This design comes from an exercise in tuning for small area and a short achievable clock period on the open sky130 flow, not from production work. Function was checked by simulation only, so behaviour that the tests miss may differ from the original. Power and IR drop assume default switching activity.

## flow/design.v (module list and top-level ports; edited modules follow where they fit)
// module chip_top: 4875 lines
module chip_top
  ( input          clk_i
  , input          reset_i
  , input          v_i
  , input  [31:0]  a_i
  , input  [31:0]  b_i
  , output         v_o
  , output [63:0]  c_o
  );
  // ...
==> flow/flow/run.sh <==
#!/bin/bash
# Layout flow: the standard ORFS flow, with a cleaner synthesis netlist.
#  2. the same synthesis again with one change: Yosys's pre-mapping 'abc -fast'
#     (in synth's fine step) is skipped (-noabc) except on the final adder,
#     so extract_fa maps the RTL's full adders without the inverters abc's
#     restructuring leaves between them.  Everything else (ORFS synth.tcl,
#     synth_recipe.tcl, -nofsm -noshare, flatten, renames, final abc
#     mapping) is unchanged.
#  3. flow/polfix.py removes inverters left between self-dual cells.
#  4. the netlist is used only if its registers (names and cell types) are
#     exactly the standard synthesis's; otherwise the standard one is used.
#  5. bash standard.sh finish for the rest of the layout.
# Each tool's output goes to a log file of its own in this folder.
set -u
R=orfs/results/${FLOW_PLATFORM}/chip_top/base
bash standard.sh synth > 1_synth_standard.log 2>&1 || exit 1
cp $R/1_2_yosys.v $R/1_2_yosys_standard.v

# step 2: same make command as standard.sh, own WORK_HOME and synthesis script
# own synthesis script: synth_recipe.tcl with its first line (the synth
# wrapper) replaced; flow/synth_wrap.tcl adds -noabc to synth's fine step
# and runs 'abc -fast' only on the final adder (the logic between the
# carry-save registers fx_r/fy_r and prod_n), which maps better that way.
{ cat flow/synth_wrap.tcl; tail -n +2 synth_recipe.tcl; } > synth_recipe_noabc.tcl
MK=$(grep -m1 '^make ' standard.sh | sed -e "s#SYNTH_SCRIPT=[^ ]*#SYNTH_SCRIPT=$PWD/synth_recipe_noabc.tcl#" -e "s#WORK_HOME=[^ ]*#WORK_HOME=$PWD/orfs_noabc#" -e 's#"${@:-finish}"#synth#')
echo "$MK" > 1_synth_noabc.cmd
ok=0
if bash -c "$MK" > 1_synth_noabc.log 2>&1; then
  N=orfs_noabc/results/${FLOW_PLATFORM}/chip_top/base/1_2_yosys.v
  if python3 flow/polfix.py $N $R/1_2_yosys_fixed.v > polfix.log 2>&1; then
    python3 - $R/1_2_yosys_standard.v $R/1_2_yosys_fixed.v > regcheck.log 2>&1 <<'PY' && ok=1
import re, sys
def regs(f):
    t = open(f).read()
    return sorted(re.findall(r'\n  (sky130_fd_sc_hd__(?:dfxtp|dfrtp|dfstp|dfbbp|dfrbp|dfxbp|edfxtp|sdf\w*|dl\w*)_\d+)\s+(\S+)', t))
a, b = regs(sys.argv[1]), regs(sys.argv[2])
print('registers: standard %d, new %d' % (len(a), len(b)))
sys.exit(0 if a == b and a else 1)
PY
  fi
fi
if [ $ok = 1 ]; then
  echo "using the -noabc netlist" >> regcheck.log
  cp $R/1_2_yosys_fixed.v $R/1_2_yosys.v
  rm -f $R/1_synth.odb $R/1_synth.sdc
else
  echo "using the standard netlist" >> regcheck.log
fi
bash standard.sh finish > 2_finish.log 2>&1
==> flow/flow/polfix.py <==
#!/usr/bin/env python3
"""Inverter clean-up on a sky130hd gate netlist (yosys write_verilog output).

Full adders, majority and xor3 gates and buffers are self-dual
(f(~x) = ~f(x)), so a cell's polarity can be flipped for free: invert all its
inputs and outputs.  Simple gates can be swapped for their complement
(and2 <-> nand2, ...).  A local search picks polarities that minimise
inverter area (plus the area change of swapped gates); then every inverter
is rebuilt: one per source net that some load needs inverted.
usage: polfix.py in.v out.v
"""
import re, sys, random

LIB = '/OpenROAD-flow-scripts/flow/platforms/sky130hd/lib/sky130_fd_sc_hd__tt_025C_1v80.lib'
INV_AREA = 3.7536

def lib_info():
    txt = open(LIB).read()
    area = {}; outs = {}
    for m in re.finditer(r'\n    cell \("?(sky130_fd_sc_hd__\w+)"?\) \{', txt):
        name = m.group(1)
        end = txt.find('\n    cell (', m.end())
        body = txt[m.end(): end if end > 0 else len(txt)]
        a = re.search(r'area : ([\d.]+)', body)
        area[name] = float(a.group(1)) if a else 0.0
        o = set()
        for pm in re.finditer(r'\n        pin \("?(\w+)"?\) \{(.*?)\n        \}', body, re.S):
            if re.search(r'direction : "?output', pm.group(2)):
                o.add(pm.group(1))
        outs[name] = o
    return area, outs

AREA, OUTS = lib_info()
P = 'sky130_fd_sc_hd__'
SELFDUAL = re.compile(P + r'(fa|maj3|buf|clkbuf)_\d+$')
XORC = re.compile(P + r'(xor2|xnor2|xor3|xnor3)_\d+$')
INV = re.compile(P + r'(inv|clkinv)_\d+$')
COMP = [('and2', 'nand2'), ('or2', 'nor2'), ('and3', 'nand3'), ('or3', 'nor3'), ('and4', 'nand4'),
        ('or4', 'nor4'), ('xor2', 'xnor2'), ('a21o', 'a21oi'), ('o21a', 'o21ai'), ('a22o', 'a22oi'),
        ('o22a', 'o22ai'), ('a211o', 'a211oi'), ('o211a', 'o211ai'), ('a31o', 'a31oi'), ('o31a', 'o31ai'),
        ('a32o', 'a32oi'), ('o32a', 'o32ai'), ('a221o', 'a221oi'), ('o221a', 'o221ai'), ('a2111o', 'a2111oi'),
        ('o2111a', 'o2111ai'), ('xor3', 'xnor3'), ('a311o', 'a311oi'), ('o311a', 'o311ai'), ('a41o', 'a41oi'), ('o41a', 'o41ai'),
        ('a21bo', 'a21boi'), ('o21ba', 'o21bai'), ('mux2', 'mux2i'), ('nor2b', 'or2b'), ('and2b', 'nand2b')]
def comp_of(typ):
    m = re.match(P + r'(\w+?)_(\d+)$', typ)
    if not m:
        return None
    base = m.group(1)
    for x, y in COMP:
        for u, v in ((x, y), (y, x)):
            if base == u:
                for d in (m.group(2), '1', '2', '0', '4'):
                    cand = P + v + '_' + d
                    if cand in AREA:
                        return cand
    return None

src_txt = open(sys.argv[1]).read()
mod_m = re.search(r'module chip_top\((.*?)\);', src_txt, re.S)
ports = set()
for m in re.finditer(r'\n  (input|output)\s+(\[(\d+):(\d+)\]\s+)?(\S+);', src_txt):
    if m.group(2):
        hi, lo = int(m.group(3)), int(m.group(4))
        for i in range(min(hi, lo), max(hi, lo) + 1):
            ports.add('%s[%d]' % (m.group(5), i))
    ports.add(m.group(5))

inst_re = re.compile(r'\n  (sky130_fd_sc_hd__\w+)\s+(\\\S+ |\S+)\s*\((.*?)\n  \);', re.S)
insts = []
for m in inst_re.finditer(src_txt):
    pins = [(p, n.strip()) for p, n in re.findall(r'\.(\w+)\(([^()]*)\)', m.group(3))]
    insts.append([m.group(1), m.group(2), pins])
first = inst_re.search(src_txt).start()
last = max(m.end() for m in inst_re.finditer(src_txt))
head, tail = src_txt[:first], src_txt[last:]
assert 'assign' not in src_txt[first:last]

def key(n):
    return n.replace(' ', '')
driver = {}
for idx, (typ, name, pins) in enumerate(insts):
    for p, n in pins:
        if p in OUTS[typ] and n:
            driver[key(n)] = (idx, p)

# inverters that may be removed: not touching ports
removable = set()
for idx, (typ, name, pins) in enumerate(insts):
    if INV.match(typ):
        d = dict(pins)
        if key(d['Y']) not in ports and key(d['A']) not in ports:
            removable.add(idx)

def resolve(n):
    par = 0
    seen = 0
    while True:
        d = driver.get(key(n))
        if d is None or d[0] not in removable:
            return n, par
        n = dict(insts[d[0]][2])['A']
        par ^= 1
        seen += 1
        assert seen < 100

kind = {}
for idx, (typ, name, pins) in enumerate(insts):
    if idx in removable:
        continue
    if any(key(n) in ports for p, n in pins if p in OUTS[typ]):
        continue   # drives a port: frozen
    if XORC.match(typ):
        kind[idx] = 'xor'
    elif SELFDUAL.match(typ):
        kind[idx] = 'sd'
    elif comp_of(typ):
        kind[idx] = 'comp'

# loads per source net
loads = {}       # src key -> list of [idx, pin_index, parity]
srcname = {}
cell_in = {}     # idx -> list of (srckey, load index)
for idx, (typ, name, pins) in enumerate(insts):
    if idx in removable:
        continue
    for pi, (p, n) in enumerate(pins):
        if p in OUTS[typ] or not n or "'" in n:
            continue
        s, par = resolve(n)
        k = key(s)
        srcname[k] = s
        loads.setdefault(k, []).append([idx, pi, par])
        cell_in.setdefault(idx, []).append((k, len(loads[k]) - 1))
cell_out = {}
for k in loads:
    d = driver.get(k)
    if d is not None:
        cell_out.setdefault(d[0], []).append(k)

x = {idx: 0 for idx in kind}
def xd(k):
    d = driver.get(k)
    return x.get(d[0], 0) if d else 0
def mism(k, ld):
    idx, pi, par = ld
    if kind.get(idx) == 'xor':
        return 0
    r = x.get(idx, 0) if kind.get(idx) == 'sd' else 0
    return par ^ r ^ xd(k)
mm = {k: sum(mism(k, ld) for ld in lds) for k, lds in loads.items()}
def comp_delta(idx):
    typ = insts[idx][0]
    if kind.get(idx) == 'xor':
        return 0.0
    return AREA[comp_of(typ)] - AREA[typ]

def flip_delta(idx):
    changes = {}
    for k in cell_out.get(idx, []):
        changes[k] = sum(1 for ld in loads[k] if kind.get(ld[0]) != 'xor') - mm[k]
    if kind[idx] == 'sd':
        for k, li in cell_in.get(idx, []):
            cur = changes.get(k, mm[k])
            # this load's status flips
            was = mism(k, loads[k][li])
            if k in cell_out.get(idx, []):
                was ^= 1
            changes[k] = cur + (-1 if was else 1)
    d = 0.0
    for k, new in changes.items():
        d += INV_AREA * ((new > 0) - (mm[k] > 0))
    if kind[idx] == 'comp':
        d += comp_delta(idx) * (1 if x[idx] == 0 else -1)
    return d, changes

def cost():
    c = sum(INV_AREA for k in mm if mm[k] > 0)
    c += sum(comp_delta(i) for i in x if x[i] and kind[i] == 'comp')
    return c

random.seed(1)
c0 = cost()
def topo_init():
    # topological initialisation: each self-dual cell follows the polarity its inputs arrive in
    indeg = {}
    succ = {}
    for idx in range(len(insts)):
        if idx in removable:
            continue
        for k, li in cell_in.get(idx, []):
            d = driver.get(k)
            if d is not None and d[0] not in removable:
                succ.setdefault(d[0], []).append(idx)
                indeg[idx] = indeg.get(idx, 0) + 1
    ready = [i for i in range(len(insts)) if i not in removable and indeg.get(i, 0) == 0]
    topo = []
    while ready:
        i = ready.pop()
        topo.append(i)
        for j in succ.get(i, []):
            indeg[j] -= 1
            if indeg[j] == 0:
                ready.append(j)
    for idx in topo:
        if kind.get(idx) == 'sd':
            votes = 0
            for k, li in cell_in.get(idx, []):
                par = loads[k][li][2]
                votes += 1 if (par ^ xd(k)) else -1
            if votes > 0:
                x[idx] = 1

def local_search():
    global mm
    order = list(kind)
    for it in range(50):
        random.shuffle(order)
        improved = 0
        for idx in order:
            d, ch = flip_delta(idx)
            if d < -1e-9 or (d < 1e-9 and random.random() < 0.3 and it < 30):
                x[idx] ^= 1
                for k, v in ch.items():
                    mm[k] = v
                if d < -1e-9:
                    improved += 1
        if not improved and it >= 30:
            break

def search(init_all):
    global mm
    for i in x:
        x[i] = 0
    if init_all:
        for i in x:
            x[i] = 1
    else:
        topo_init()
    mm = {k: sum(mism(k, ld) for ld in lds) for k, lds in loads.items()}
    local_search()
    return cost(), dict(x)

best = None
for init_all in (0, 1):
    random.seed(1)
    c, xs = search(init_all)
    sys.stderr.write('polfix: init %d -> cost %.0f\n' % (init_all, c))
    if best is None or c < best[0]:
        best = (c, xs)
x.update(best[1])
mm = {k: sum(mism(k, ld) for ld in lds) for k, lds in loads.items()}
c1 = cost()
ninv0 = len(removable)

# rebuild
out_insts = []
newwires = []
invnet = {}
cnt = 0
for k, lds in loads.items():
    if mm[k] > 0:
        cnt += 1
        nn = 'polinv_net_%d' % cnt
        invnet[k] = nn
        newwires.append(nn)
        out_insts.append((P + 'inv_1', 'polinv_%d' % cnt, [('A', srcname[k]), ('Y', nn)]))
newpins = {}
for k, lds in loads.items():
    for ld in lds:
        idx, pi, par = ld
        n = invnet[k] if mism(k, ld) else srcname[k]
        newpins[(idx, pi)] = n
ncomp = 0
for idx, (typ, name, pins) in enumerate(insts):
    if idx in removable:
        continue
    pl = []
    for pi, (p, n) in enumerate(pins):
        pl.append((p, newpins.get((idx, pi), n)))
    if kind.get(idx) == 'xor':
        flip = x[idx]
        for k, li in cell_in.get(idx, []):
            flip ^= loads[k][li][2] ^ xd(k)
        pl = []
        for pi, (p, n) in enumerate(pins):
            if (idx, pi) in newpins:
                ks = key(resolve(n)[0])
                n = srcname[ks]
            pl.append((p, n))
        if flip:
            nt = comp_of(typ)
            o_old = list(OUTS[typ])[0]; o_new = list(OUTS[nt])[0]
            pl = [((o_new if p == o_old else p), n) for p, n in pl]
            typ = nt
            ncomp += 1
        out_insts.append((typ, name, pl))
        continue
    if kind.get(idx) == 'comp' and x[idx]:
        nt = comp_of(typ)
        o_old = list(OUTS[typ])[0]; o_new = list(OUTS[nt])[0]
        pl = [((o_new if p == o_old else p), n) for p, n in pl]
        typ = nt
        ncomp += 1
    out_insts.append((typ, name, pl))

def esc(n):
    return n + ' ' if n.startswith('\\') else n
body = []
for typ, name, pl in out_insts:
    body.append('  %s %s (\n%s\n  );' % (typ, name, ',\n'.join('    .%s(%s)' % (p, esc(n)) for p, n in pl)))
head2 = head + ''.join('  wire %s;\n' % w for w in newwires)
open(sys.argv[2], 'w').write(head2 + '\n'.join(body) + tail)
sys.stderr.write('polfix: inverters %d -> %d, complemented gates %d, cost %.0f -> %.0f um2\n' % (ninv0, cnt, ncomp, c0, c1))
==> flow/flow/synth_wrap.tcl <==
proc synth {args} {
  if {[lsearch -exact $args "fine:"] >= 0} {
    yosys synth -nofsm -noshare -noabc {*}$args
    yosys select -set adder w:fx_r w:fy_r %co* w:prod_n %ci* %i
    yosys abc -fast @adder
    yosys opt -fast
  } else {
    yosys synth -nofsm -noshare {*}$args
  }
}
==> flow/standard.sh <==
#!/bin/bash
# synth_recipe.tcl (not shown) runs the flow's synth.tcl, then flattens the netlist and writes it again
# the make line also repeats each setting of config.mk as NAME=value (left out here)
make -C /OpenROAD-flow-scripts/flow DESIGN_CONFIG=/design/flow/config.mk WORK_HOME=/design/flow/orfs CLKGATE_MAP_FILE= SYNTH_SCRIPT=/design/flow/synth_recipe.tcl "${@:-finish}"
==> flow/config.mk <==
export PLATFORM = sky130hd
export DESIGN_NAME = chip_top
export DESIGN_NICKNAME = chip_top
export VERILOG_FILES = /design/flow/design.v
export SDC_FILE = /design/flow/constraint.sdc
export NUM_CORES = 4
export LEC_CHECK = 0
export CAP_MARGIN = 20
export CORE_MARGIN = 2
export CORE_UTILIZATION = 70
export PLACE_DENSITY = 0.78
export SETUP_SLACK_MARGIN = 5.0
export SLEW_MARGIN = 20
==> flow/constraint.sdc <==
create_clock -name core_clock -period 7.5 [get_ports {clk_i}]
set_input_delay 1.5000 -clock core_clock [delete_from_list [all_inputs] [get_ports {clk_i}]]
set_output_delay 1.5000 -clock core_clock [all_outputs]
set_load 0.01 [all_outputs]
==> flow_summary.toml, run 1 <==
[setup_path]
critPathKind = "flop to flop"
startpoint = "fy_r[6]"
path_buf_inv = 0
r2r_slack_ns = 4.90
arrival_ns = 3.16

[layout]
fin_area_um2 = 39300
nNetsFinal = 3714
seqAreaFraction_pct = 30.3
clock_buffers = 71
final_common_cell = "xor2_1"
mostFrequentLayoutCells = "xor2_1 (522), o22ai_1 (496), fa_1 (470)"

[worst_hold_path]
hold_path_end = "fx_r[62]"
worstHoldStart = "r1_1498"

[sta]
tns_ns = 0
skew_ns = 0.0173
tightest_slew_ns = 0.883

[outcome]
status = "timing/DRC/antenna clean"

[global_route]
grt.busiest_layer = "met2"
grtUsageMet3_pct = 19.5
grt_pass1_vias = 29100
grt.met2_usage_pct = 65.8
use_met1_pct = 54.6
grt_pass1_wl_mm = 173

[clock_tree]
clock_latency_ns = 0.65
cts.sinks = 579

[synthesis]
synth_nets = 3800

[pwr]
p_seq_mw = 5.72

[detailed_routing]
via_per_inst = 7.19
met2WireLength_mm = 49.2
==> inputs of run 2 (changes only) <==
--- a/flow/config.mk
+++ b/flow/config.mk
@@ -8,6 +8,6 @@
 export CAP_MARGIN = 20
 export CORE_MARGIN = 2
-export CORE_UTILIZATION = 70
-export PLACE_DENSITY = 0.78
+export CORE_UTILIZATION = 65
+export PLACE_DENSITY = 0.7
 export SETUP_SLACK_MARGIN = 5.0
 export SLEW_MARGIN = 20
==> run 2 against run 1 <==
  * Synthesized cell count unchanged
  * Core utilization decreased by 5.7 points
  * Maximum frequency about the same
  * Critical endpoint is now c_r[41]
  * Global-route usage decreased by 3.2 points
  * Via count decreased by 1.9%
  * Sequential share of layout area about the same
  * Clock power decreased by 5%
  * Area after synthesis unchanged
  * Setup slack got worse by 0.0025 ns
  * Clock skew increased by 0.0091 ns
  * Critical path depth increased by 2
  * Design area decreased by 0.23%
==> flow_summary.toml, run 2 <==
[floorplanning]
core_um2 = 53600
io_pins = 132
fp-row-count = 85
die_area_um2 = 56000
start_util_pct = 65.6
die_w_um = 237
die_y_um = 237

[sta]
setup-violations-final = 0
drv_slew = 0
rsz0062_at_grt = "yes"
tns_ns = 0
layout_min_cycle_time_ns = 2.60
skew_ns = 0.0264
relSlewSlack_pct = 38.0
timing.fmax_mhz = 384
min_period_over_period_pct = 34.7
worst_slack_ns = 4.90
final-hold-violation-count = 0
tightest_slew_ns = 0.930

[clock_tree]
numCtsBuffers = 60
clk_pin_slew_ns = 0.06
cts_max_level = 2
clock_latency_ns = 0.65
cts.sinks = 579
clock-root-buffer = "clkbuf_16"
cts_tree = "yes"
cts_buffer_depth = 3

[pwr]
finalPower_mw = 22.3
peakVddDrop_v = 0.000477
p_leak_nw = 15.9
power_density_nw_per_um2 = 568

[outcome]
status = "timing/DRC/antenna clean"

[layout]
final_common_cell = "xor2_1"
layout.cells.non_filler = 3828
final_layout_size_suffix_gt1_share_pct = 14.5
mostFrequentLayoutCells = "xor2_1 (522), o22ai_1 (496), fa_1 (468)"
area_growth_pct = 11.6
final_core_util_pct = 73.2
top_regs = "c_r x64, fx_r x64, fy_r x61"
fillers = 3710
nNetsFinal = 3720

[global_route]
antenna_found_initial = 5
grt_pass1_vias = 28200
grt_max_degree = 36
gr-total-overflow = 0
track_usage_pct = 40.9
grt_pass1_wl_mm = 171

[setup_path]
r2r_slack_ns = 4.90
arrival_ns = 3.13
path_depth = 12
crit_path_cell_trace = "ha_4 -> a21o_1 -> a221o_2 -> inv_4 -> o21bai_4 -> a31oi_4 -> o21a_1 -> o21ai_4 -> a21oi_4 -> buf_4 -> buf_6 -> xnor2_2"
end_kind = "flop"
reg2reg_from = "fx_r[5]"
critPathMaxStageDelay_ns = 0.44
critPathKind = "flop to flop"
crit_family = "compound AO/OA/AOI/OAI gates"
critical_path_required_ns = 8.02
slowest_stage = "a221o_2"
endpoint = "c_r[41]"
startpoint = "fx_r[5]"
cp_max_fo = 3
path_buf_inv = 3
r2r-end = "c_r[41]"
startpoint_type = "flop"
worstRegToRegCells = 12

[synthesis]
yosys_warnings = 1
syn_area_per_cell_um2 = 11.1
synth_nets = 3800
syn_area_um2 = 35200
syn_inst = 3163

[placed_design]
dp_hpwl_mm = 66.2
placedCellCount = 3690
pre_cts_ws_ns = 4.52
place_congestion = 0.940
port_buffers = 131

[detailed_routing]
ant_nets = 0
dr.pass1.iters = 8
via_per_inst = 7.00
finalWirelength_mm = 116
wire_per_inst_um = 30.2
num_vias = 26800
first_iter_violations = 3587
drc = 0

[job]
max-cap-violations = 0

[worst_hold_path]
worstHoldStart = "r1_1501"
min_path_type = "flop to flop"
## run 2: worst register-to-register path: stages (launching register included)
cell	delay, ns
dfxtp_2	0.33
ha_4	0.24
a21o_1	0.21
a221o_2	0.44
inv_4	0.09
o21bai_4	0.08
a31oi_4	0.27
o21a_1	0.25
o21ai_4	0.09
a21oi_4	0.20
buf_4	0.16
buf_6	0.09
xnor2_2	0.05
## run 2: area by class of cell
class                      count  area [um2]  area share [%]
timing repair buffer         177        1540            3.93
inverter                      95         359           0.915
clock inverter                36         383           0.976
clock buffer                  73        1600            4.08
tap                          696         871            2.22
multi-input combinational   2170       22600            57.6
antenna                        2        5.00          0.0128
sequential                   579       11900            30.3
## run 2: power breakdown
part	internal, mW	switching (mW)	leakage (nW)
Sequential	4.66	1.03	4.90
Clock	1.73	1.29	0.986
Combinational	5.86	7.71	10.0
Total	12.3	10.0	15.9
## run 2: worst min-delay path by stage
stage | cells past startpoint | to
4_1_cts | 0 | fy_r[63]
3_5_place_dp | 0 | fy_r[63]
3_3_place_gp | 0 | fx_r[63]
5_1_grt | 0 | fy_r[63]
2_1_floorplan | 0 | fx_r[0]
6_report | 0 | fy_r[63]
## run 2: stage by stage
stage,hold WS [ns],instance area (um2)
2_1_floorplan,0.310,35200
3_3_place_gp,0.311,36400
5_1_grt,0.335,39200
3_5_place_dp,0.318,36400
4_1_cts,0.329,38800
6_report,0.327,39200
## run 2: timing repair
item,CTS,global route
endpoints found under the setup margin,293,168
cloned,0,0
buffers inserted,15,12
hold buffers,0,0
resized for setup,439,89
pin swaps,29,30
## run 2: routing by layer
layer  GRT usage [%]  routed length [um]  up-vias
li1                -                   -    10600
met1            52.4               41400    13000
met2            59.2               48200     2536
met3            18.4               18700      710
met4            20.1                7050        4
met5           0.260                 115        -
==> inputs of run 3 (changes only) <==
--- a/flow/config.mk
+++ b/flow/config.mk
@@ -8,6 +8,6 @@
 export CAP_MARGIN = 20
 export CORE_MARGIN = 2
-export CORE_UTILIZATION = 65
-export PLACE_DENSITY = 0.7
+export CORE_UTILIZATION = 60
 export SETUP_SLACK_MARGIN = 5.0
 export SLEW_MARGIN = 20
+export TNS_END_PERCENT = 10
==> run 3 against run 2 <==
  * Critical path type unchanged
  * Clock-buffer cell count is 15 higher
  * Maximum frequency is 0.38% lower
  * Via count is 1.7% lower
  * Clock power is 13% higher
  * Still clean
  * Design area is 0.53% higher
  * Setup slack worse by 0.010 ns
  * Flip-flop and latch count stayed put
  * Total power is 0.50% higher
  * Clock skew is 0.0062 ns higher
==> flow_summary.toml, run 3 <==
[layout]
mostFrequentLayoutCells = "xor2_1 (522), o22ai_1 (496), fa_1 (481)"
top_regs = "c_r x64, fx_r x64, fy_r x61"
final_layout_size_suffix_gt1_share_pct = 13.7
fillers = 4373
area_growth_pct = 12.2
final_common_cell = "xor2_1"
layout.cells.non_filler = 3899
nNetsFinal = 3722

[placed_design]
pre_cts_ws_ns = 4.60
place_congestion = 0.887
port_buffers = 131
dp_hpwl_mm = 68.2
placedCellCount = 3761

[sta]
timing.fmax_mhz = 382
worst_slack_ns = 4.89
min_period_over_period_pct = 34.9
final-hold-violation-count = 0
setup-violations-final = 0
tns_ns = 0
drv_slew = 0
hold_ws_ns = 0.326
rsz0062_at_grt = "yes"
relSlewSlack_pct = 40.9
tightest_slew_ns = 0.887
skew_ns = 0.0326
layout_min_cycle_time_ns = 2.61

[synthesis]
syn_inst = 3163
yosys_warnings = 1
synth_nets = 3800
syn_area_per_cell_um2 = 11.1
syn_area_um2 = 35200

[global_route]
grt_pass1_vias = 28600
track_usage_pct = 39.1
grt_max_degree = 36
antenna_found_initial = 7
gr-total-overflow = 0
grt_pass1_wl_mm = 175

[setup_path]
end_kind = "flop"
critPathKind = "flop to flop"
arrival_ns = 3.10
crit_path_cell_trace = "ha_1 -> nand4_1 -> nor2_1 -> nand2_1 -> a2bb2oi_4 -> o41ai_1 -> a21oi_1 -> xnor2_1"
critPathMaxStageDelay_ns = 0.52
critical_path_required_ns = 7.99
worstRegToRegCells = 8
cp_max_fo = 8
slowest_stage = "ha_1"
startpoint_type = "flop"

[floorplanning]
core_um2 = 57800
die_area_um2 = 60500
die_y_um = 246
io_pins = 132
start_util_pct = 60.8
fp-row-count = 88
die_w_um = 246

[clock_tree]
clock-root-buffer = "clkbuf_16"
cts_buffer_depth = 3
hold_buffers = 0
cts_tree = "yes"
cts_max_level = 3
clk_pin_slew_ns = 0.06
cts.sinks = 579
numCtsBuffers = 66
clock_latency_ns = 0.63

[detailed_routing]
via_per_inst = 6.76
num_vias = 26300
first_iter_violations = 3159
finalWirelength_mm = 117
drc = 0
ant_nets = 0
wire_per_inst_um = 30.1
dr.pass1.iters = 7

[pwr]
peakVddDrop_v = 0.000544
p_leak_nw = 16.0
power_density_nw_per_um2 = 568

[job]
max-cap-violations = 0

[outcome]
status = "timing/DRC/antenna clean"

[worst_hold_path]
hold_path_depth = 0
min_path_type = "flop to flop"
run 3: repair_timing:
item / 4_1_cts / 5_1_grt
endpoints found under the setup margin: 288 / 325
gates resized for setup: 387 / 90
buffers inserted: 13 / 8
pin swaps: 25 / 20
run 3: where the power goes:
group	internal (mW)	leakage, nW	switching [mW]
clock network	2.07	1.12	1.34
logic	5.64	9.98	7.70
registers	4.66	4.90	0.991
total	12.4	16.0	10.0
run 3: routing by layer:
layer  track usage [%]  routed length, um
met2              57.9              50400
met5              1.23                242
met4              17.5               6280
met3              16.1              17100
met1              50.0              43400
run 3: cell type report:
class / instances / area [um2] / share of cell area (%)
Antenna cell: 1 / 2.50 / 0.00634
Clock buffer: 88 / 1870 / 4.73
Clock inverter: 28 / 423 / 1.07
Inverter: 95 / 359 / 0.910
Multi-Input combinational cell: 2170 / 22600 / 57.2
Sequential cell: 579 / 11900 / 30.1
Tap cell: 765 / 957 / 2.43
Timing Repair Buffer: 173 / 1420 / 3.61
run 3: path summary, 6_finish.rpt:
path | start | end | slack (ns)
worst min register to register | r1_1501 | fy_r[63] | 0.33
worst max-delay path | fy_r[47] | c_r[60] | 4.89
worst max register to register | fy_r[47] | c_r[60] | 4.89
worst min-delay path | r1_1501 | fy_r[63] | 0.33
run 3: per-stage QoR:
stage                     power, mW  util, %  area, um2
after CTS                      21.5     67.5      39000
after detailed placement       17.8     63.1      36500
after floorplan                12.3        -      35200
after global placement         17.6     63.1      36500
after global routing           23.7     68.2      39500
final                          22.4     68.3      39500
run 3: critical path, delay by kind of cell (launching register included):
family | cells | cell delay, ns
xor gates and xnor gates | 1 | 0.13
DFF | 1 | 0.38
and+or+nand+nor | 3 | 0.76
AOI/OAI and AO/OA | 3 | 0.70
adders and majority gates | 1 | 0.52
==> inputs of run 4 (changes only) <==
--- a/flow/config.mk
+++ b/flow/config.mk
@@ -6,8 +6,7 @@
 export NUM_CORES = 4
 export LEC_CHECK = 0
-export CAP_MARGIN = 20
+export CAP_MARGIN = 0
 export CORE_MARGIN = 2
 export CORE_UTILIZATION = 60
 export SETUP_SLACK_MARGIN = 5.0
-export SLEW_MARGIN = 20
-export TNS_END_PERCENT = 10
+export SLEW_MARGIN = 0
==> run 4 against run 3 <==
  * Still clean
  * Maximum frequency up 2.4%
  * Critical path depth down 7
  * Routed wire length up 0.25%
  * Non-clock buffer count up 8
  * Via count up 0.18%
==> flow_summary.toml, run 4 <==
[outcome]
status = "timing/DRC/antenna clean"

[layout]
final_layout_size_suffix_gt1_share_pct = 14.9
nNetsFinal = 3730
mostFrequentLayoutCells = "xor2_1 (522), o22ai_1 (496), fa_1 (467)"
layout.cells.non_filler = 3907
area_growth_pct = 13.0
final_common_cell = "xor2_1"
top_regs = "c_r x64, fx_r x64, fy_r x61"
fillers = 4348

[pwr]
power_density_nw_per_um2 = 573
seq_power_share_pct = 25.0
comb_power_share_pct = 60.1
p_leak_nw = 16.1
finalPower_mw = 22.8
peakVddDrop_v = 0.000568
intPower_mw = 12.7
p_sw_share_pct = 44.4
p_switching_mw = 10.1
power.share.clock_pct = 15.0

[synthesis]
syn_area_um2 = 35200
syn_area_per_cell_um2 = 11.1
synth_nets = 3800
syn_inst = 3163
yosys_warnings = 1

[clock_tree]
clk_pin_slew_ns = 0.06
cts.sinks = 579
cts_tree = "yes"
cts_buffer_depth = 3
clock_latency_ns = 0.64
cts_max_level = 3
clock-root-buffer = "clkbuf_16"
numCtsBuffers = 66
hold_buffers = 0

[global_route]
grt_pass1_wl_mm = 175
grt_max_degree = 36
gr-total-overflow = 0
grt_pass1_vias = 28600
antenna_found_initial = 7
track_usage_pct = 39.2

[detailed_routing]
drc = 0
first_iter_violations = 3118
ant_nets = 0
dr.pass1.iters = 8
wire_per_inst_um = 30.1
finalWirelength_mm = 118
via_per_inst = 6.75
num_vias = 26400

[setup_path]
critical_path_required_ns = 6.00
critPathMaxStageDelay_ns = 0.33
critPathKind = "flop to output pin"
slowest_stage = "dfxtp_2"
crit_path_cell_trace = "buf_6"
arrival_ns = 1.05
r2r-end = "fy_r[29]"
startpoint_type = "flop"
cp_max_fo = 1
reg2reg_from = "r1_1314"
worstRegToRegCells = 4
crit_family = "flip-flops"
path_buf_inv = 1
r2r_slack_ns = 4.95
end_kind = "output pin"

[worst_hold_path]
hold_path_end = "fy_r[63]"
hold_path_depth = 0
worstHoldStart = "r1_1501"
min_path_type = "flop to flop"

[placed_design]
place_congestion = 0.887
placedCellCount = 3761
dp_hpwl_mm = 68.2
port_buffers = 131
pre_cts_ws_ns = 4.60

[sta]
final-hold-violation-count = 0
hold_ws_ns = 0.325
rsz0062_at_grt = "yes"
skew_ns = 0.0264
drv_slew = 0
tns_ns = 0
min_period_over_period_pct = 34.0
timing.fmax_mhz = 392
tightest_slew_ns = 0.889
worst_slack_ns = 4.95
relSlewSlack_pct = 40.7
layout_min_cycle_time_ns = 2.55
setup-violations-final = 0

[floorplanning]
die_w_um = 246
die_area_um2 = 60500
fp-row-count = 88
die_y_um = 246
start_util_pct = 60.8
core_um2 = 57800
io_pins = 132

[job]
max-cap-violations = 0
[run 4: metrics by stage]
step,area (um2),utilization (%)
after floorplan,35200,-
after global placement,36500,63.1
after detailed placement,36500,63.1
after CTS,39200,67.9
after global routing,39700,68.7
final,39700,68.7
[run 4: how the worst max path moves through the flow]
stage	depth (start not counted)	slack, ns	end	start
final	1	4.95	c_o[53]	c_r[53]
after floorplan	11	5.01	c_r[48]	fx_r[11]
after global routing	11	4.89	c_r[55]	fx_r[6]
after detailed placement	11	4.60	c_r[45]	fx_r[5]
after CTS	10	4.91	c_r[48]	fy_r[5]
after global placement	11	4.67	c_r[45]	fx_r[5]
[run 4: power groups by stage]
stage	clock, mW	combinational, mW	sequential [mW]
after floorplan	0	7.07	5.23
after global placement	0	12.0	5.59
after detailed placement	0	12.2	5.63
after CTS	3.44	12.7	5.61
after global routing	3.57	14.8	5.77
final	3.41	13.7	5.68
[run 4: area by class of cell]
cell class                      count  area (um2)  share of cell area (%)
Antenna cell                        1        2.50                 0.00630
Inverter                           95         359                   0.904
Multi-Input combinational cell   2170       22700                    57.1
Clock inverter                     28         423                    1.06
Tap cell                          765         957                    2.41
Timing Repair Buffer              181        1570                    3.95
Clock buffer                       88        1870                    4.70
Sequential cell                   579       11900                    29.9
[run 4: worst register-to-register path, cell delays in order (launching register included)]
cell	delay [ns]
dfxtp_1	0.32
fa_2	0.57
fa_2	0.47
fa_2	0.61
fa_1	0.44
[run 4: repair_timing]
item	in CTS	in global routing
pin swaps	37	24
endpoints found under the setup margin	288	163
buffers inserted	18	11
resized for setup	430	104
[run 4: routing by layer]
layer | wire [um] | vias up | global-route usage, %
li1 | - | 10600 | -
met1 | 44000 | 13000 | 50.3
met2 | 50600 | 2238 | 58.0
met3 | 17000 | 584 | 16.0
met4 | 6110 | 4 | 18.3
met5 | 23 | - | 0
==> inputs of run 5 (changes only) <==
--- a/flow/config.mk
+++ b/flow/config.mk
@@ -6,7 +6,9 @@
 export NUM_CORES = 4
 export LEC_CHECK = 0
-export CAP_MARGIN = 0
+export CAP_MARGIN = 20
 export CORE_MARGIN = 2
 export CORE_UTILIZATION = 60
+export CTS_CLUSTER_DIAMETER = 50
+export CTS_CLUSTER_SIZE = 40
 export SETUP_SLACK_MARGIN = 5.0
-export SLEW_MARGIN = 0
+export SLEW_MARGIN = 20
==> run 5 against run 4 <==
  * Still clean on timing, DRC and antenna
  * Clock-buffer cell count decreased by 24
  * Total power decreased by 0.77%
  * Core utilization decreased by 0.20 points
  * Register-to-register slack about the same
  * Global-route usage decreased by 0.31 points
  * Sequential share of layout area increased by 0.087 points
  * Area after synthesis unchanged
  * Largest cell class unchanged
  * Highest routed layer unchanged
==> flow_summary.toml, run 5 <==
[outcome]
status = "timing/DRC/antenna clean"

[setup_path]
critical_path_required_ns = 6.00
slowest_stage = "dfxtp_2"
startpoint_type = "flop"
crit_family = "flip-flops"
startpoint = "c_r[53]"
reg2reg_from = "r1_1314"
critPathMaxStageDelay_ns = 0.34
critPathKind = "flop to output pin"
r2r-end = "fy_r[29]"
worstRegToRegCells = 4
end_kind = "output pin"
r2r_slack_ns = 4.95
arrival_ns = 1.10
endpoint = "c_o[53]"
cp_max_fo = 1
crit_path_cell_trace = "buf_6"
path_buf_inv = 1
path_depth = 1

[clock_tree]
cts.sinks = 579
numCtsBuffers = 60
cts_tree = "yes"
clock-root-buffer = "clkbuf_16"
hold_buffers = 0
clk_pin_slew_ns = 0.08
cts_max_level = 2
cts_buffer_depth = 3
clock_latency_ns = 0.65

[synthesis]
syn_inst = 3163
syn_area_per_cell_um2 = 11.1
yosys_warnings = 1
syn_area_um2 = 35200
synth_nets = 3800

[global_route]
antenna_found_initial = 9
grt_pass1_vias = 28700
grt_max_degree = 36
grt_pass1_wl_mm = 175
gr-total-overflow = 0
track_usage_pct = 38.9

[worst_hold_path]
hold_path_depth = 0
min_path_type = "flop to flop"

[sta]
skew_ns = 0.0304
drv_slew = 0
layout_min_cycle_time_ns = 2.60
timing.fmax_mhz = 385
rsz0062_at_grt = "yes"
min_period_over_period_pct = 34.6
final-hold-violation-count = 0
tightest_slew_ns = 0.927
tns_ns = 0
relSlewSlack_pct = 38.2
setup-violations-final = 0

[floorplanning]
die_y_um = 246
die_w_um = 246
start_util_pct = 60.8
die_area_um2 = 60500
core_um2 = 57800
io_pins = 132
fp-row-count = 88

[layout]
mostFrequentLayoutCells = "xor2_1 (522), o22ai_1 (496), fa_1 (467)"
top_regs = "c_r x64, fx_r x64, fy_r x61"
nNetsFinal = 3720
final_common_cell = "xor2_1"
final_layout_size_suffix_gt1_share_pct = 15.2
area_growth_pct = 12.7
layout.cells.non_filler = 3901
fin_area_um2 = 39600

[detailed_routing]
dr.pass1.iters = 6
via_per_inst = 6.77
wire_per_inst_um = 30.0
num_vias = 26400
drc = 0
first_iter_violations = 3202
finalWirelength_mm = 117
ant_nets = 0

[pwr]
p_leak_nw = 16.0
power_density_nw_per_um2 = 570
peakVddDrop_v = 0.000587
finalPower_mw = 22.6

[placed_design]
place_congestion = 0.887
port_buffers = 131
placedCellCount = 3761
dpl_cell_area_um2 = 36500
dp_hpwl_mm = 68.2

[job]
max-cap-violations = 0
run 5: timing repair:
action / 4_1_cts / 5_1_grt
pin swaps: 38 / 29
gates resized for setup: 438 / 97
setup buffers: 18 / 7
setup endpoints to repair: 284 / 181
hold endpoints to repair: 0 / 0
run 5: worst min-delay path by stage:
stage	from	endpoint
after detailed placement	r1_1197	fx_r[0]
after global placement	r1_1500	fx_r[63]
after CTS	r1_1197	fx_r[0]
after global routing	r1_1197	fx_r[0]
final	r1_1199	fx_r[1]
after floorplan	r1_1197	fx_r[0]
run 5: power by group:
| group | total, mW | switching (mW) | internal, mW |
|---|---|---|---|
| Sequential | 5.67 | 1.01 | 4.66 |
| Combinational | 13.6 | 7.73 | 5.88 |
| Clock | 3.30 | 1.53 | 1.77 |
run 5: cell type report:
| class | instances | area (um2) |
|---|---|---|
| clock buffers | 64 | 1560 |
| inverters | 95 | 359 |
| multi-input cells | 2170 | 22700 |
| fillers | 4369 | 18200 |
| clock inverters | 48 | 654 |
| repair buffers | 177 | 1530 |
| flip-flops and latches | 579 | 11900 |
| diodes | 3 | 7.51 |
| well taps | 765 | 957 |
run 5: metal layers:
metal	wire length, um	vias up	global-route usage (%)
met5	98	-	0
met4	5690	10	16.7
met3	17600	614	16.4
met2	50400	2261	57.9
met1	43300	13000	49.8
li1	-	10500	-
run 5: through the flow:
stage | hold slack [ns] | setup WS, ns | utilization, %
global placement | 0.313 | 4.67 | 63.1
floorplan | 0.310 | 5.01 | -
global route | 0.341 | 4.86 | 68.5
finish | 0.332 | 4.90 | 68.5
CTS | 0.333 | 4.87 | 67.8
detailed placement | 0.312 | 4.60 | 63.1
==> inputs of run 6 (changes only) <==
--- a/flow/config.mk
+++ b/flow/config.mk
@@ -9,6 +9,4 @@
 export CORE_MARGIN = 2
 export CORE_UTILIZATION = 60
-export CTS_CLUSTER_DIAMETER = 50
-export CTS_CLUSTER_SIZE = 40
 export SETUP_SLACK_MARGIN = 5.0
 export SLEW_MARGIN = 20
==> run 6 against run 5 <==
  * Sequential power about the same
  * Critical endpoint unchanged
  * Still clean
  * Highest routed layer unchanged
  * Critical path type unchanged
  * Register-to-register slack about the same
  * Routed wire length rose by 0.48%
  * Combinational power barely moved
  * Flip-flop and latch count unchanged
==> flow_summary.toml, run 6 <==
[outcome]
status = "timing/DRC/antenna clean"

[sta]
drv_slew = 0
setup-violations-final = 0
hold_ws_ns = 0.325
final-hold-violation-count = 0
relSlewSlack_pct = 40.7
worst_slack_ns = 4.95
layout_min_cycle_time_ns = 2.55
min_period_over_period_pct = 34.0
skew_ns = 0.0264
tns_ns = 0
rsz0062_at_grt = "yes"
timing.fmax_mhz = 392
tightest_slew_ns = 0.889

[placed_design]
pre_cts_ws_ns = 4.60
dp_hpwl_mm = 68.2
dpl_cell_area_um2 = 36500
placedCellCount = 3761
port_buffers = 131
place_congestion = 0.887

[setup_path]
slowest_stage = "dfxtp_2"
startpoint_type = "flop"
arrival_ns = 1.05
crit_family = "flip-flops"
reg2reg_from = "r1_1314"
r2r-end = "fy_r[29]"
critPathKind = "flop to output pin"
critical_path_required_ns = 6.00
path_depth = 1
r2r_slack_ns = 4.95
crit_path_cell_trace = "buf_6"
end_kind = "output pin"
path_buf_inv = 1
critPathMaxStageDelay_ns = 0.33
worstRegToRegCells = 4
cp_max_fo = 1

[detailed_routing]
finalWirelength_mm = 118
drc = 0
num_vias = 26400
ant_nets = 0
dr.pass1.iters = 8
wire_per_inst_um = 30.1
via_per_inst = 6.75
first_iter_violations = 3118

[pwr]
power_density_nw_per_um2 = 573
p_switching_mw = 10.1
peakVddDrop_v = 0.000568
seq_power_share_pct = 25.0
comb_power_share_pct = 60.1
finalPower_mw = 22.8
power.share.clock_pct = 15.0
p_sw_share_pct = 44.4
intPower_mw = 12.7
p_leak_nw = 16.1

[global_route]
track_usage_pct = 39.2
grt_pass1_vias = 28600
antenna_found_initial = 7
grt_pass1_wl_mm = 175
gr-total-overflow = 0
grt_max_degree = 36

[worst_hold_path]
hold_path_end = "fy_r[63]"
worstHoldStart = "r1_1501"
min_path_type = "flop to flop"
hold_path_depth = 0

[floorplanning]
start_util_pct = 60.8
die_y_um = 246
core_um2 = 57800
die_w_um = 246
io_pins = 132
fp-row-count = 88
die_area_um2 = 60500

[clock_tree]
clk_pin_slew_ns = 0.06
clock_latency_ns = 0.64
hold_buffers = 0
cts.sinks = 579
cts_buffer_depth = 3
cts_max_level = 3
cts_tree = "yes"
numCtsBuffers = 66
clock-root-buffer = "clkbuf_16"

[layout]
mostFrequentLayoutCells = "xor2_1 (522), o22ai_1 (496), fa_1 (467)"
fin_area_um2 = 39700
nNetsFinal = 3730
area_growth_pct = 13.0
final_core_util_pct = 68.7
ff_latch_area_um2 = 11900
multi_input_comb_area_um2 = 22700
layout.cells.non_filler = 3907
fillers = 4348
top_regs = "c_r x64, fx_r x64, fy_r x61"
final_common_cell = "xor2_1"
final_layout_size_suffix_gt1_share_pct = 14.9

[synthesis]
synth_nets = 3800
yosys_warnings = 1
syn_inst = 3163
syn_area_um2 = 35200
syn_area_per_cell_um2 = 11.1

[job]
max-cap-violations = 0
==> run 6: worst max path at each step <==
| stage | slack [ns] | to | start |
|---|---|---|---|
| global route | 4.89 | c_r[55] | fx_r[6] |
| global placement | 4.67 | c_r[45] | fx_r[5] |
| CTS | 4.91 | c_r[48] | fy_r[5] |
| floorplan | 5.01 | c_r[48] | fx_r[11] |
| detailed placement | 4.60 | c_r[45] | fx_r[5] |
| finish | 4.95 | c_o[53] | c_r[53] |
==> run 6: final cells by class <==
cell class | instances | area share [%]
multi-input combinational | 2170 | 57.1
clock buffer | 88 | 4.70
clock inverter | 28 | 1.06
timing repair buffer | 181 | 3.95
sequential | 579 | 29.9
inverter | 95 | 0.904
tap | 765 | 2.41
antenna | 1 | 0.00630
==> run 6: layer usage <==
| metal | vias up | track usage [%] | share of wire [%] |
|---|---|---|---|
| met1 | 13000 | 50.3 | 37 |
| met3 | 584 | 16.0 | 14 |
| met5 | - | 0 | 0.020 |
| met2 | 2238 | 58.0 | 43 |
| met4 | 4 | 18.3 | 5.2 |
| li1 | 10600 | - | - |
==> run 6: power groups by stage <==
stage | combinational, mW | clock, mW | sequential, mW
finish | 13.7 | 3.41 | 5.68
global route | 14.8 | 3.57 | 5.77
CTS | 12.7 | 3.44 | 5.61
detailed placement | 12.2 | 0 | 5.63
global placement | 12.0 | 0 | 5.59
floorplan | 7.07 | 0 | 5.23
==> run 6: what timing repair did <==
item,CTS,global route
endpoints found under the setup margin,288,163
gates cloned,0,0
pin swaps,37,24
setup buffers,18,11
gates resized for setup,430,104
==> inputs of run 7 (changes only) <==
--- a/flow/config.mk
+++ b/flow/config.mk
@@ -9,4 +9,5 @@
 export CORE_MARGIN = 2
 export CORE_UTILIZATION = 60
+export CTS_BUF_LIST = sky130_fd_sc_hd__clkbuf_8
 export SETUP_SLACK_MARGIN = 5.0
 export SLEW_MARGIN = 20
==> run 7 against run 6 <==
  * Combinational power about the same
  * Via count up 0.52%
  * Synthesized cell count unchanged
  * Die area unchanged
  * Critical path type unchanged
  * Global-route usage down 0.28 points
  * Sequential power about the same
  * Still clean on timing, DRC and antenna
==> flow_summary.toml, run 7 <==
[setup_path]
reg2reg_from = "fy_r[5]"
path_buf_inv = 1
worstRegToRegCells = 10
crit_family = "flip-flops"
slowest_stage = "dfxtp_2"
arrival_ns = 1.17
startpoint_type = "flop"
r2r-end = "c_r[48]"
critical_path_required_ns = 6.00
critPathMaxStageDelay_ns = 0.32
critPathKind = "flop to output pin"
cp_max_fo = 1
crit_path_cell_trace = "buf_6"
r2r_slack_ns = 4.91
end_kind = "output pin"

[placed_design]
port_buffers = 131
dp_hpwl_mm = 68.2
placedCellCount = 3761
dpl_cell_area_um2 = 36500
pre_cts_ws_ns = 4.60
place_congestion = 0.887

[global_route]
track_usage_pct = 38.9
grt_pass1_wl_mm = 174
grt_pass1_vias = 28800
antenna_found_initial = 11
grt_max_degree = 36
gr-total-overflow = 0

[detailed_routing]
via_per_inst = 6.69
dr.pass1.iters = 6
finalWirelength_mm = 117
drc = 0
num_vias = 26500
ant_nets = 0
first_iter_violations = 3350
wire_per_inst_um = 29.5

[floorplanning]
die_w_um = 246
start_util_pct = 60.8
io_pins = 132
die_area_um2 = 60500
die_y_um = 246
core_um2 = 57800
fp-row-count = 88

[pwr]
power_density_nw_per_um2 = 565
p_leak_nw = 16.1
peakVddDrop_v = 0.000586

[synthesis]
syn_area_um2 = 35200
synth_nets = 3800
yosys_warnings = 1
syn_area_per_cell_um2 = 11.1
syn_inst = 3163

[worst_hold_path]
hold_path_end = "fx_r[0]"
min_path_type = "flop to flop"
worstHoldStart = "r1_1197"
hold_path_depth = 0

[sta]
rsz0062_at_grt = "yes"
layout_min_cycle_time_ns = 2.67
timing.fmax_mhz = 375
skew_ns = 0.0328
relSlewSlack_pct = 39.3
setup-violations-final = 0
tightest_slew_ns = 0.911
worst_slack_ns = 4.83
drv_slew = 0
final-hold-violation-count = 0
min_period_over_period_pct = 35.6
tns_ns = 0

[clock_tree]
cts_tree = "yes"
cts_buffer_depth = 3
cts_max_level = 3
clock_latency_ns = 0.74
hold_buffers = 0
numCtsBuffers = 98
clk_pin_slew_ns = 0.06
clock-root-buffer = "clkbuf_8"
cts.sinks = 579

[layout]
final_common_cell = "xor2_1"
layout.cells.non_filler = 3965
ff_latch_area_um2 = 11900
top_regs = "c_r x64, fx_r x64, fy_r x61"
area_growth_pct = 12.4
final_layout_size_suffix_gt1_share_pct = 15.9
nNetsFinal = 3754
multi_input_comb_area_um2 = 22600
fin_area_um2 = 39500
fillers = 4400
mostFrequentLayoutCells = "xor2_1 (522), o22ai_1 (496), fa_1 (467)"

[outcome]
status = "timing/DRC/antenna clean"

[job]
max-cap-violations = 0
[run 7: what timing repair did]
| action | CTS | global route |
|---|---|---|
| pin swaps | 33 | 28 |
| endpoints found under the setup margin | 285 | 156 |
| gates resized for setup | 428 | 96 |
| setup buffers | 14 | 7 |
| gates cloned | 0 | 0 |
[run 7: area by class of cell]
type                    count  share of cell area, %
inverters                  95                  0.909
well taps                 765                   2.42
clock buffers             126                   4.39
multi-input cells        2170                   57.2
repair buffers            173                   3.78
diodes                      3                 0.0190
clock inverters            54                   1.21
flip-flops and latches    579                   30.1
[run 7: how the worst max path moves through the flow]
stage | startpoint | to | slack, ns | depth (start not counted)
floorplan | fx_r[11] | c_r[48] | 5.01 | 11
global placement | fx_r[5] | c_r[45] | 4.67 | 11
detailed placement | fx_r[5] | c_r[45] | 4.60 | 11
CTS | c_r[53] | c_o[53] | 4.78 | 1
global route | c_r[53] | c_o[53] | 4.77 | 1
finish | c_r[12] | c_o[12] | 4.83 | 1
[run 7: power breakdown]
| group | leakage [nW] | switching [mW] | internal [mW] |
|---|---|---|---|
| logic | 9.99 | 7.71 | 5.82 |
| registers | 4.90 | 0.993 | 4.66 |
| clock network | 1.24 | 1.35 | 1.79 |
[run 7: per-stage QoR]
stage / util (%) / hold WS (ns) / power (mW)
CTS: 67.6 / 0.319 / 21.3
detailed placement: 63.1 / 0.312 / 17.8
global placement: 63.1 / 0.313 / 17.6
global route: 68.3 / 0.328 / 23.7
finish: 68.3 / 0.307 / 22.3
floorplan: - / 0.310 / 12.3
[run 7: layer usage]
| layer | vias up | routed length (um) | GRT usage, % |
|---|---|---|---|
| li1 | 10600 | - | - |
| met1 | 13000 | 43500 | 49.8 |
| met2 | 2249 | 50400 | 57.6 |
| met3 | 596 | 17100 | 16.1 |
| met4 | 8 | 5900 | 18.1 |
| met5 | - | 50 | 0 |

==> afterwards: timing with drivers on the ports <==
The flow's constraints put no driver on any port. The routed layouts listed below were extracted and timed again, unchanged, in two steps. Step 1 assumes that a clkbuf_16 drives the clock port and a buf_2 every other input. Step 2 moves the port delays by t, midway between the first and last clock arrival at a register: inputs arrive t later, outputs are due t later. That takes back most of the time a late clock gives input paths. Slacks: ideal ports / drivers / drivers and shift; pairs: ideal ports / drivers.
run | t (ns) | setup slack, ns | worst slew at a driven data input, ns
run 1 | 0.705 | 4.898 / 4.840 / 4.898 | 0.04
run 2 | 0.702 | 4.895 / 4.846 / 4.853 | 0.06
run 3 | 0.682 | 4.885 / 4.885 / 4.869 | 0.10
run 4 | 0.686 | 4.947 / 4.882 / 4.882 | 0.10
run 5 | 0.699 | 4.905 / 4.840 / 4.852 | 0.10
run 6 | 0.686 | 4.947 / 4.882 / 4.882 | 0.10
run 7 | 0.783 | 4.831 / 4.768 / 4.890 | 0.10
After both steps setup and hold are still met in every run listed.
